Background: an optimization exercise with open tools, aiming at small area and a short achievable clock period. Do not read the settings as production practice. Where RTL was checked, it was by simulation tests only, not by an equivalence proof against the original. No driver is modelled on the clock port, so clock power and skew are understated where the tree is cut down; a real chip needs a root buffer or a tree. Power and IR drop assume default switching activity.

==> flow/design.v (excerpt) <==
module accumulator_sum (
    input  logic        clk,
    input  logic        rst,
    input  logic        start,
    input  logic        clear,
    input  logic [3:0]  data_in_a,
    input  logic [3:0]  data_in_b,
    output logic [3:0]  data_out,
    output logic        data_out_valid,
    output logic        result_complete,
    output logic        ready,
    output logic        response
);
    logic        s_q;          
    logic        r_q;          
    logic [3:0]  c_q;          
    logic        ready_q, valid_q, complete_q, resp_q;
    logic [3:0]  dout_q;       
    logic [31:0] acc_q;        
    logic [3:0]  hi_q;         
    logic [1:0]  cy_q;         
    logic        zq;           
    logic [3:0]  p_q, g_q;     
    wire idle    = !s_q && !r_q;
    wire sum_go  = idle && start && !clear;
    wire rd_go   = idle && start && clear;
    wire s_last  = s_q && (c_q == 4'd7);
  ...
Size in the first run: roughly 210 cells after synthesis, roughly 61 flip-flops.
export LEC_CHECK = 0
export CAP_MARGIN = 20
export CORE_MARGIN = 2
export CORE_UTILIZATION = 40
export SLEW_MARGIN = 20
create_clock -name core_clock -period 10.0 [get_ports {clk}]
standard.sh (not shown) runs the stock make flow with config.mk's settings and CLKGATE_MAP_FILE= SYNTH_SCRIPT=/design/flow/synth_recipe.tcl, a recipe that flattens the netlist after the stock synthesis.
==> flow/flow/run.sh <==
#!/bin/bash
# Standard ORFS layout with a few settings changed:
#  - abc maps with an area script (flow/abc_area.script; ORFS's scripts are copied so that
#    only this one file differs), and no full/half-adder cells,
#  - small port buffers (buf_1 instead of the slow clkdlybuf4s50_1),
#  - repair_timing aims for extra setup margin (the clock is much slower than the logic),
#  - after CTS, one level of clock buffers drives all flip-flops (flow/cts_post.tcl).
set -euo pipefail
rm -rf orfs_scripts
cp -r "$FLOW_HOME/scripts" orfs_scripts
cp flow/abc_area.script orfs_scripts/abc_area.script
bash standard.sh \
  SCRIPTS_DIR=$PWD/orfs_scripts \
  ADDER_MAP_FILE= ABC_AREA=1 \
  "BUFFER_PORTS_ARGS=-buffer_cell sky130_fd_sc_hd__buf_1" \
  SETUP_SLACK_MARGIN=7.3 \
  "CTS_ARGS=-repair_clock_nets -dont_use_dummy_load" \
  POST_CTS_TCL=$PWD/flow/cts_post.tcl FLOW_CLKBUF=sky130_fd_sc_hd__clkbuf_8 \
  finish > standard_run.log 2>&1
Other scripts of this flow, unchanged in this note and not shown: flow/flow/abc_area.script, flow/flow/cts_post.tcl
==> next run, changes <==
--- a/flow/flow/run.sh
+++ b/flow/flow/run.sh
@@ -15,3 +15,3 @@
   "BUFFER_PORTS_ARGS=-buffer_cell sky130_fd_sc_hd__buf_1" \
-  SETUP_SLACK_MARGIN=7.3 \
+  SETUP_SLACK_MARGIN=7.0 \
   "CTS_ARGS=-repair_clock_nets -dont_use_dummy_load" \
Result:
- global-route usage came out lower by 0.42 points
- die area stays the same
- power came out lower by 0.77%
- critical path depth is unchanged
==> next run, changes <==
--- a/flow/flow/run.sh
+++ b/flow/flow/run.sh
@@ -15,3 +15,3 @@
   "BUFFER_PORTS_ARGS=-buffer_cell sky130_fd_sc_hd__buf_1" \
-  SETUP_SLACK_MARGIN=7.0 \
+  SETUP_SLACK_MARGIN=6.6 \
   "CTS_ARGS=-repair_clock_nets -dont_use_dummy_load" \
Outcome: The changed run went through all stages and came out clean; core utilization drops by 0.48 points; power is lower by 0.38%; clock power decreases by about 0.5%; final cell count goes down by 0.33%; worst setup slack gets worse by 0.29 ns.
No functional check of the RTL was part of any run of this note. In every run of this note, the design's own scripts or RTL, not TritonCTS, make the clock network.

* * *

## north
Another version of the RTL of accumulator_sum (not shown whole).
Size: roughly 200 cells after synthesis, about 61 flip-flops, about 20 I/O pins, about 2200 µm² of cells after synthesis.
Design accumulator_sum, start of the top module:
module accumulator_sum (
    input  logic        clk,
    input  logic        rst,
    input  logic        start,
    input  logic        clear,
    input  logic [3:0]  data_in_a,
    input  logic [3:0]  data_in_b,
    output logic [3:0]  data_out,
    output logic        data_out_valid,
    output logic        result_complete,
    output logic        ready,
    output logic        response
);
export LEC_CHECK = 0
export CAP_MARGIN = 20
export CORE_MARGIN = 2
export CORE_UTILIZATION = 40
export SLEW_MARGIN = 20
create_clock -name core_clock -period 10.0 [get_ports {clk}]
==> flow/flow/run.sh <==
#!/bin/bash
# Standard ORFS layout with a few settings changed:
#  - abc maps with an area script (flow/abc_area.script; ORFS's scripts are copied so that
#    only this one file differs), and no full/half-adder cells,
#  - small port buffers (buf_1 instead of the slow clkdlybuf4s50_1),
#  - repair_timing aims for extra setup margin (the clock is much slower than the logic),
#  - after CTS, one level of clock buffers drives all flip-flops (flow/cts_post.tcl).
set -euo pipefail
rm -rf orfs_scripts
cp -r "$FLOW_HOME/scripts" orfs_scripts
cp flow/abc_area.script orfs_scripts/abc_area.script
bash standard.sh \
  SCRIPTS_DIR=$PWD/orfs_scripts \
  ADDER_MAP_FILE= ABC_AREA=1 \
  "BUFFER_PORTS_ARGS=-buffer_cell sky130_fd_sc_hd__buf_1" \
  SETUP_SLACK_MARGIN=7.0 \
  "CTS_ARGS=-repair_clock_nets -dont_use_dummy_load" \
  POST_CTS_TCL=$PWD/flow/cts_post.tcl FLOW_CLKBUF=sky130_fd_sc_hd__clkbuf_8 FLOW_CLKGROUPS=4 \
  finish > standard_run.log 2>&1
Other scripts of this flow, unchanged in this note and not shown: flow/flow/abc_area.script, flow/flow/cts_post.tcl
> inputs changed (north -> south)
-- flow/flow/run.sh --
<<< north, line 16
  SETUP_SLACK_MARGIN=7.0 \
>>> south, line 16
  SETUP_SLACK_MARGIN=7.3 \
Results
Per the comparison of south with north, post-CTS clock slew at the launch and capture registers of the worst setup and hold paths shows no meaningful change; area growth from synthesis to final layout shows an increase of 0.81 points; largest net degree at the start of global routing shows no meaningful change; utilization after layout shows an increase of 0.34 points. Diff south..north | filler-free cell count of the finished design | unchanged. Diff south..north | final RePlAce weighted congestion | unchanged. The post-route fraction of the period consumed by the critical path reported for south is smaller than that of north by 0.55 points.
In every run of this note, the design's own scripts or RTL, not TritonCTS, make the clock network.

## re-timing with driven ports
How much do the figures lean on ideal ports? The routed layouts below were timed once more, with nothing changed but the port constraints.
Step 1 (the two cells are an assumption about what drives the block):
set clk [get_ports {clk}]
set_driving_cell -lib_cell sky130_fd_sc_hd__clkbuf_16 $clk
set_driving_cell -lib_cell sky130_fd_sc_hd__buf_2 [delete_from_list [all_inputs] $clk]
Step 2 also shifts input and output timing later by t, the mid clock arrival at the registers, as if the neighbouring blocks saw the same clock.
Slacks: ideal / step 1 / step 2; pairs: ideal / step 1.
run | t, ns | setup WS [ns] | slew at the worst register clock pin (ns)
the first run of note 1 | 0.201 | 7.313 / 7.322 / 7.121 | 0.09 / 0.09
the second run of note 1 | 0.201 | 7.201 / 7.236 / 7.035 | 0.09 / 0.09
the third run of note 1 | 0.199 | 6.907 / 6.940 / 6.741 | 0.09 / 0.09
north | 0.202 | 7.319 / 7.264 / 7.169 | 0.09 / 0.09
south | 0.202 | 7.374 / 7.334 / 7.204 | 0.09 / 0.09
After both steps setup and hold are still met in every run listed. For the first run of note 1, which loses most, drivers alone change the setup slack by +0.009 ns; drivers and shift together by -0.192 ns.
